This is an optimization exercise on Yosys and OpenROAD, whose aim is small area and a short achievable clock period, not a production implementation.
Where RTL was checked, it was by simulation tests only, not by an equivalence proof against the original.
No activity file was given, so power comes from the tool's default toggle rates.

==> flow/design.v <==
module sahinatilkan
(
input  logic        clk, reset,
input  logic [31:0] komut,
output logic [31:0] pc,
output logic        hata
);
logic [6:0] op;
logic [4:0] rd, rs1, rs2;
logic [2:0] f3;
logic [3:0] f;
assign op  = komut[6:0];
assign rd  = komut[11:7];
assign f3  = komut[14:12];
assign rs1 = komut[19:15];
assign rs2 = komut[24:20];
assign f   = {komut[30], f3};
logic isR, isI, isU, isB;
assign isR = (op == 7'b0000001);
assign isI = (op == 7'b0000011);
assign isU = (op == 7'b0000111);
assign isB = (op == 7'b0001111);
logic r_add, r_sub, r_and, r_or, r_xor, r_sll, r_srl, r_sra, r_ok;
assign r_add = isR & (f == 4'd0);
assign r_sub = isR & (f == 4'd8);
assign r_and = isR & (f == 4'd7);
assign r_or  = isR & (f == 4'd6);
assign r_xor = isR & (f == 4'd4);
assign r_sll = isR & (f == 4'd1);
assign r_srl = isR & (f == 4'd5);
assign r_sra = isR & (f == 4'd13);
assign r_ok  = r_add | r_sub | r_and | r_or | r_xor | r_sll | r_srl | r_sra;
logic i_add, i_and, i_or, i_xor, i_sll, i_srl, i_ok;
assign i_add = isI & (f3 == 3'd0);
assign i_and = isI & (f3 == 3'd7);
assign i_or  = isI & (f3 == 3'd6);
assign i_xor = isI & (f3 == 3'd4);
assign i_sll = isI & (f3 == 3'd1);
assign i_srl = isI & (f3 == 3'd5);
assign i_ok  = i_add | i_and | i_or | i_xor | i_sll | i_srl;
assign hata = ~(r_ok | i_ok | isU | (isB & (f3 != 3'd2)));
logic s_add, s_xor, s_and, s_or, s_land, s_lor, s_sl, s_sr, s_u, sub, left, arith;
assign s_add  = reset & (r_add | r_sub | i_add);
assign s_xor  = reset & (r_xor | i_xor);
assign s_and  = reset & i_and;
assign s_or   = reset & i_or;
assign s_land = reset & r_and;
assign s_lor  = reset & r_or;
assign s_sl   = reset & (r_sll | i_sll);
assign s_sr   = reset & (r_srl | r_sra | i_srl);
assign s_u    = reset & isU;
assign sub    = r_sub | isB;
assign left   = r_sll | i_sll;
assign arith  = r_sra;
logic wr;
assign wr = r_ok | i_ok | isU;
logic [31:0] x [0:9];
logic [31:0] res;
logic [31:0] a, b;
always_comb begin
    a = 32'b0;
    b = isI ? {20'b0, komut[31:20]} : 32'b0;
    for (int k = 0; k < 10; k++) begin
        if (rs1 == k) a = a | x[k];
        if (!isI && rs2 == k) b = b | x[k];
    end
end
genvar g;
generate
for (g = 0; g < 10; g++) begin : rf
    always_ff @(posedge clk)
        if (!reset || (wr && rd == g))
            x[g] <= res;
end
endgenerate
logic [32:0] sum;
logic [31:0] bop;
assign bop = b ^ {32{sub}};
assign sum = {1'b0, a} + {1'b0, bop} + {32'b0, sub};
logic [31:0] ax;
assign ax = a ^ b;
logic eq, ult, slt;
assign eq  = (ax == 32'b0);
assign ult = ~sum[32];
assign slt = (a[31] ^ b[31]) ? a[31] : ~sum[32];
logic anz, bnz;
assign anz = |a;
assign bnz = |b;
logic [31:0] src, shr, rsh;
logic        fill, over;
always_comb
    for (int i = 0; i < 32; i++) src[i] = left ? a[31 - i] : a[i];
assign fill = arith & a[31];
assign over = |b[31:5];
assign shr  = over ? {32{fill}} : 32'($signed({fill, src}) >>> b[4:0]);
always_comb
    for (int i = 0; i < 32; i++) rsh[i] = shr[31 - i];
assign res = ({32{s_add}} & sum[31:0])
           | ({32{s_xor}} & ax)
           | ({32{s_and}} & (a & b))
           | ({32{s_or}}  & (a | b))
           | {31'b0, s_land & anz & bnz}
           | {31'b0, s_lor & (anz | bnz)}
           | ({32{s_sl}}  & rsh)
           | ({32{s_sr}}  & shr)
           | ({32{s_u}}   & {12'b0, komut[31:12]});
logic taken;
always_comb
    case (f3)
        3'd0: taken = eq;
        3'd1: taken = ~eq;
        3'd3: taken = 1'b1;
        3'd4: taken = slt;
        3'd5: taken = ~slt;
        3'd6: taken = ult;
        3'd7: taken = ~ult;
        default: taken = 1'b0;
    endcase
logic [31:1] pcr;
always_ff @(posedge clk)
    if (!reset)
        pcr <= 31'b0;
    else if (isB && taken)
        pcr <= {19'b0, komut[31:25], komut[11:8], komut[7]};
    else
        pcr <= {pcr[31:2] + 30'd1, pcr[1]};
assign pc = {pcr, 1'b0};
endmodule
==> flow/config.mk <==
export PLATFORM = sky130hd
export DESIGN_NAME = sahinatilkan
export DESIGN_NICKNAME = sahinatilkan
export VERILOG_FILES = /design/flow/design.v
export SDC_FILE = /design/flow/constraint.sdc
export NUM_CORES = 4
export LEC_CHECK = 0
export CAP_MARGIN = 20
export CORE_MARGIN = 2
export CORE_UTILIZATION = 40
export SETUP_SLACK_MARGIN = 5
export SLEW_MARGIN = 20
==> flow/constraint.sdc <==
create_clock -name core_clock -period 12.0 [get_ports {clk}]
set_input_delay 2.4000 -clock core_clock [delete_from_list [all_inputs] [get_ports {clk}]]
set_output_delay 2.4000 -clock core_clock [all_outputs]
set_load 0.01 [all_outputs]
run.sh (not shown) runs the stock make flow with config.mk's settings and CLKGATE_MAP_FILE= SYNTH_SCRIPT=/design/flow/synth_recipe.tcl, a recipe that flattens the netlist after the stock synthesis.
The starting point went through all stages and came out clean.
Change:
--- a/flow/design.v
+++ b/flow/design.v
@@ -75,7 +75,26 @@
 endgenerate
 logic [32:0] sum;
-logic [31:0] bop;
+logic [31:0] bop, gg, pp;
+logic [31:0] G [0:5];
+logic [31:0] P [0:5];
 assign bop = b ^ {32{sub}};
-assign sum = {1'b0, a} + {1'b0, bop} + {32'b0, sub};
+assign gg  = a & bop;
+assign pp  = a | bop;
+always_comb begin
+    G[0] = gg;
+    P[0] = pp;
+    G[0][0] = gg[0] | (pp[0] & sub);
+    for (int l = 0; l < 5; l++)
+        for (int i = 0; i < 32; i++)
+            if (i >= (1 << l)) begin
+                G[l+1][i] = G[l][i] | (P[l][i] & G[l][i - (1 << l)]);
+                P[l+1][i] = P[l][i] & P[l][i - (1 << l)];
+            end else begin
+                G[l+1][i] = G[l][i];
+                P[l+1][i] = P[l][i];
+            end
+end
+assign sum[32]   = G[5][31];
+assign sum[31:0] = (a ^ b) ^ ({G[5][30:0], sub} ^ {32{sub}});
 logic [31:0] ax;
 assign ax = a ^ b;
@@ -98,6 +117,6 @@
 assign res = ({32{s_add}} & sum[31:0])
            | ({32{s_xor}} & ax)
-           | ({32{s_and}} & (a & b))
-           | ({32{s_or}}  & (a | b))
+           | ({32{s_and}} & (a & {20'b0, komut[31:20]}))
+           | ({32{s_or}}  & (a | {20'b0, komut[31:20]}))
            | {31'b0, s_land & anz & bnz}
            | {31'b0, s_lor & (anz | bnz)}
@@ -118,4 +137,18 @@
     endcase
 logic [31:1] pcr;
+logic [29:0] pcinc, ones;
+logic [7:0]  grp;
+always_comb begin
+    for (int k = 0; k < 8; k++) begin
+        grp[k] = 1'b1;
+        for (int j = 4 * k; j < 4 * k + 4 && j < 30; j++) grp[k] = grp[k] & pcr[j + 2];
+    end
+    for (int i = 0; i < 30; i++) begin
+        ones[i] = 1'b1;
+        for (int k = 0; k < i / 4; k++) ones[i] = ones[i] & grp[k];
+        for (int j = 4 * (i / 4); j < i; j++) ones[i] = ones[i] & pcr[j + 2];
+        pcinc[i] = pcr[i + 2] ^ ones[i];
+    end
+end
 always_ff @(posedge clk)
     if (!reset)
@@ -124,5 +157,5 @@
         pcr <= {19'b0, komut[31:25], komut[11:8], komut[7]};
     else
-        pcr <= {pcr[31:2] + 30'd1, pcr[1]};
+        pcr <= {pcinc, pcr[1]};
 assign pc = {pcr, 1'b0};
 endmodule
The changed run finished clean.
Worst setup slack improves by 0.072 ns.
Final area goes down slightly.
Synthesized area came out lower by a few percent.
Total power falls by a few percent.
Clock power shrinks by a little under a tenth.
Wire length came out lower by roughly a tenth.
Sequential share of layout area increases by 0.61 points.
Non-clock buffer count is higher by 35.
First-iteration DRC count goes down by a few percent.
Function not checked in the first run of this note: the RTL went through the layout flow alone.

---

sahinatilkan, a different RTL version from the one above (not shown whole).
Size: about 2000 cells after synthesis, ~350 flip-flops, about 21000 sq um of cells after synthesis.
==> module sahinatilkan, before the edit <==
module sahinatilkan
(
input  logic        clk, reset,
input  logic [31:0] komut,
output logic [31:0] pc,
output logic        hata
);
logic [6:0] op;
logic [4:0] rd, rs1, rs2;
logic [2:0] f3;
logic [3:0] f;
assign op  = komut[6:0];
assign rd  = komut[11:7];
assign f3  = komut[14:12];
assign rs1 = komut[19:15];
assign rs2 = komut[24:20];
assign f   = {komut[30], f3};
logic isR, isI, isU, isB;
assign isR = (op == 7'b0000001);
assign isI = (op == 7'b0000011);
assign isU = (op == 7'b0000111);
assign isB = (op == 7'b0001111);
logic r_add, r_sub, r_and, r_or, r_xor, r_sll, r_srl, r_sra, r_ok;
assign r_add = isR & (f == 4'd0);
assign r_sub = isR & (f == 4'd8);
assign r_and = isR & (f == 4'd7);
assign r_or  = isR & (f == 4'd6);
assign r_xor = isR & (f == 4'd4);
assign r_sll = isR & (f == 4'd1);
assign r_srl = isR & (f == 4'd5);
assign r_sra = isR & (f == 4'd13);
assign r_ok  = r_add | r_sub | r_and | r_or | r_xor | r_sll | r_srl | r_sra;
logic i_add, i_and, i_or, i_xor, i_sll, i_srl, i_ok;
assign i_add = isI & (f3 == 3'd0);
assign i_and = isI & (f3 == 3'd7);
assign i_or  = isI & (f3 == 3'd6);
assign i_xor = isI & (f3 == 3'd4);
assign i_sll = isI & (f3 == 3'd1);
assign i_srl = isI & (f3 == 3'd5);
assign i_ok  = i_add | i_and | i_or | i_xor | i_sll | i_srl;
assign hata = ~(r_ok | i_ok | isU | (isB & (f3 != 3'd2)));
logic s_add, s_xor, s_and, s_or, s_land, s_lor, s_sl, s_sr, s_u, nu, sub, left, arith, useimm;
assign nu     = reset & ~op[2];
assign s_u    = reset & op[2];
assign s_add  = nu & (f3 == 3'd0);
assign s_xor  = nu & (f3 == 3'd4);
assign s_and  = nu & op[1] & (f3 == 3'd7);
assign s_or   = nu & op[1] & (f3 == 3'd6);
assign s_land = nu & ~op[1] & (f3 == 3'd7);
assign s_lor  = nu & ~op[1] & (f3 == 3'd6);
assign s_sl   = nu & (f3 == 3'd1);
assign s_sr   = nu & (f3 == 3'd5);
assign sub    = op[3] | (~op[1] & komut[30]);
assign left   = (f3 == 3'd1);
assign arith  = ~op[1] & komut[30];
assign useimm = op[1] & ~op[2];
logic wr;
assign wr = r_ok | i_ok | isU;
logic [31:0] x [0:9];
logic [31:0] res;
logic [31:0] a, b;
always_comb begin
    a = 32'b0;
    b = useimm ? {20'b0, komut[31:20]} : 32'b0;
    for (int k = 0; k < 10; k++) begin
        if (rs1 == k) a = a | x[k];
        if (!useimm && rs2 == k) b = b | x[k];
    end
end
genvar g;
generate
for (g = 0; g < 10; g++) begin : rf
    always_ff @(posedge clk)
        if (!reset || (wr && rd == g))
            x[g] <= res;
end
endgenerate
logic [32:0] sum;
logic [31:0] bop, gg, pp;
logic [31:0] G [0:5];
logic [31:0] P [0:5];
assign bop = b ^ {32{sub}};
assign gg  = a & bop;
assign pp  = a | bop;
always_comb begin
    G[0] = gg;
    P[0] = pp;
    G[0][0] = gg[0] | (pp[0] & sub);
    for (int l = 0; l < 5; l++)
        for (int i = 0; i < 32; i++)
            if ((i >> l) % 2 == 1) begin
                G[l+1][i] = G[l][i] | (P[l][i] & G[l][((i >> l) << l) - 1]);
                P[l+1][i] = P[l][i] & P[l][((i >> l) << l) - 1];
            end else begin
                G[l+1][i] = G[l][i];
                P[l+1][i] = P[l][i];
            end
end
assign sum[32]   = G[5][31];
assign sum[31:0] = (a ^ b) ^ ({G[5][30:0], sub} ^ {32{sub}});
logic [31:0] ax;
assign ax = a ^ b;
logic eq, ult, slt;
assign eq  = (ax == 32'b0);
assign ult = ~sum[32];
assign slt = (a[31] ^ b[31]) ? a[31] : ~sum[32];
logic anz, bnz;
assign anz = |a;
assign bnz = |b;
logic [31:0] src, shr, rsh;
logic        fill, over;
always_comb
    for (int i = 0; i < 32; i++) src[i] = left ? a[31 - i] : a[i];
assign fill = arith & a[31];
assign over = |b[31:5];
assign shr  = over ? {32{fill}} : 32'($signed({fill, src}) >>> b[4:0]);
always_comb
    for (int i = 0; i < 32; i++) rsh[i] = shr[31 - i];
assign res = ({32{s_add}} & sum[31:0])
           | ({32{s_xor}} & ax)
           | ({32{s_and}} & gg)
           | ({32{s_or}}  & pp)
           | {31'b0, s_land & anz & bnz}
           | {31'b0, s_lor & (anz | bnz)}
           | ({32{s_sl}}  & rsh)
           | ({32{s_sr}}  & shr)
           | ({32{s_u}}   & {12'b0, komut[31:12]});
logic taken;
always_comb
    case (f3)
        3'd0: taken = eq;
        3'd1: taken = ~eq;
        3'd3: taken = 1'b1;
        3'd4: taken = slt;
        3'd5: taken = ~slt;
        3'd6: taken = ult;
        3'd7: taken = ~ult;
        default: taken = 1'b0;
    endcase
logic [31:1] pcr;
logic [29:0] pcinc, ones;
logic [7:0]  grp;
always_comb begin
    for (int k = 0; k < 8; k++) begin
        grp[k] = 1'b1;
        for (int j = 4 * k; j < 4 * k + 4 && j < 30; j++) grp[k] = grp[k] & pcr[j + 2];
    end
    for (int i = 0; i < 30; i++) begin
        ones[i] = 1'b1;
        for (int k = 0; k < i / 4; k++) ones[i] = ones[i] & grp[k];
        for (int j = 4 * (i / 4); j < i; j++) ones[i] = ones[i] & pcr[j + 2];
        pcinc[i] = pcr[i + 2] ^ ones[i];
    end
end
always_ff @(posedge clk)
    if (!reset)
        pcr <= 31'b0;
    else if (isB && taken)
        pcr <= {19'b0, komut[31:25], komut[11:8], komut[7]};
    else
        pcr <= {pcinc, pcr[1]};
assign pc = {pcr, 1'b0};
endmodule
export LEC_CHECK = 0
export CAP_MARGIN = 20
export CORE_MARGIN = 2
export CORE_UTILIZATION = 40
export SETUP_SLACK_MARGIN = 0.2
export SLEW_MARGIN = 20
create_clock -name core_clock -period 12.0 [get_ports {clk}]
standard.sh (not shown) runs the stock make flow with config.mk's settings and CLKGATE_MAP_FILE= SYNTH_SCRIPT=/design/flow/synth_recipe.tcl, a recipe that flattens the netlist after the stock synthesis.
==> flow/flow/run.sh <==
#!/bin/bash
# ORFS layout of this design: the standard flow's synthesis script with Yosys's abc call
# given flow/abc.script instead of ORFS's speed script, then the standard ORFS
# steps with the make variables listed in flow/settings.txt (one VAR=VALUE per
# line). Each tool's output goes to the ORFS logs and to make_*.log here.
set -euo pipefail
W=$PWD
# synthesis script: synth_recipe.tcl with abc's -script argument replaced
{
  echo 'proc abc {args} {'
  echo '  set i [lsearch -exact $args -script]'
  echo "  if {\$i >= 0} { lset args [expr {\$i + 1}] {$W/flow/abc.script} }"
  echo '  yosys abc {*}$args'
  echo '}'
  cat "$W/synth_recipe.tcl"
} > "$W/my_synth.tcl"
mapfile -t SETTINGS < <(grep -v '^\s*#' flow/settings.txt | grep '=')
make -C "$FLOW_HOME" DESIGN_CONFIG="$W/config.mk" WORK_HOME="$W/orfs" CLKGATE_MAP_FILE= \
  SYNTH_SCRIPT="$W/my_synth.tcl" "${SETTINGS[@]}" finish > "$W/make_finish.log" 2>&1
: # left out here: write the final layout as DEF
==> flow/flow/abc.script <==
&get -n
&st
&dch
&nf -p -R 10
&put
buffer -c
topo
stime -c
upsize -c
dnsize -c
==> flow/flow/settings.txt <==
CAP_MARGIN=20
CORE_MARGIN=2
CORE_UTILIZATION=60
SLEW_MARGIN=20
SETUP_SLACK_MARGIN=5.5
CTS_CLUSTER_SIZE=30
CTS_CLUSTER_DIAMETER=60
BUFFER_PORTS_ARGS=-buffer_cell sky130_fd_sc_hd__buf_2
Then changed:
--- a/flow/design.v
+++ b/flow/design.v
@@ -138,5 +138,8 @@
         default: taken = 1'b0;
     endcase
-logic [31:1] pcr;
+logic [31:1] pcr, pcn;
+logic [12:1] pct;
+logic        tkn;
+assign pcr = tkn ? {19'b0, pct} : pcn;
 logic [29:0] pcinc, ones;
 logic [7:0]  grp;
@@ -153,11 +156,14 @@
     end
 end
-always_ff @(posedge clk)
-    if (!reset)
-        pcr <= 31'b0;
-    else if (isB && taken)
-        pcr <= {19'b0, komut[31:25], komut[11:8], komut[7]};
-    else
-        pcr <= {pcinc, pcr[1]};
+always_ff @(posedge clk) begin
+    pct <= {komut[31:25], komut[11:7]};
+    if (!reset) begin
+        pcn <= 31'b0;
+        tkn <= 1'b0;
+    end else begin
+        pcn <= {pcinc, pcr[1]};
+        tkn <= isB & taken;
+    end
+end
 assign pc = {pcr, 1'b0};
 endmodule
After rerunning: Global-route usage stays flat; die area went up by 4.5%; clock power goes up by about 25%; hold slack improves by 81 ps; final area is higher by about 2.3%.

-- static timing again, ports no longer ideal --
The flow's constraints put no driver on any port. The routed layouts listed below were extracted and timed again, unchanged, in two steps. Step 1 assumes that a clkbuf_16 drives the clock port and a buf_2 every other input. Step 2 moves the port delays by t, midway between the first and last clock arrival at a register: inputs arrive t later, outputs are due t later. That takes back most of the time a late clock gives input paths. Slacks: no drivers / after step 1 / after step 2; pairs: no drivers / after step 1.
| run | t, ns | setup WS [ns] | worst register clock-pin slew, ns |
|---|---|---|---|
| the first run of note 1 | 0.638 | 4.930 / 4.964 / 4.326 | 0.08 / 0.08 |
| the second run of note 1 | 0.635 | 5.002 / 5.023 / 4.387 | 0.06 / 0.06 |
| the first run of note 2 | 0.637 | 5.403 / 5.437 / 4.800 | 0.10 / 0.10 |
| the second run of note 2 | 0.651 | 5.475 / 5.509 / 4.858 | 0.10 / 0.10 |
After both steps setup and hold are still met in every run listed. For the second run of note 2, which loses most, drivers alone change the setup slack by +0.034 ns; drivers and shift together by -0.617 ns.
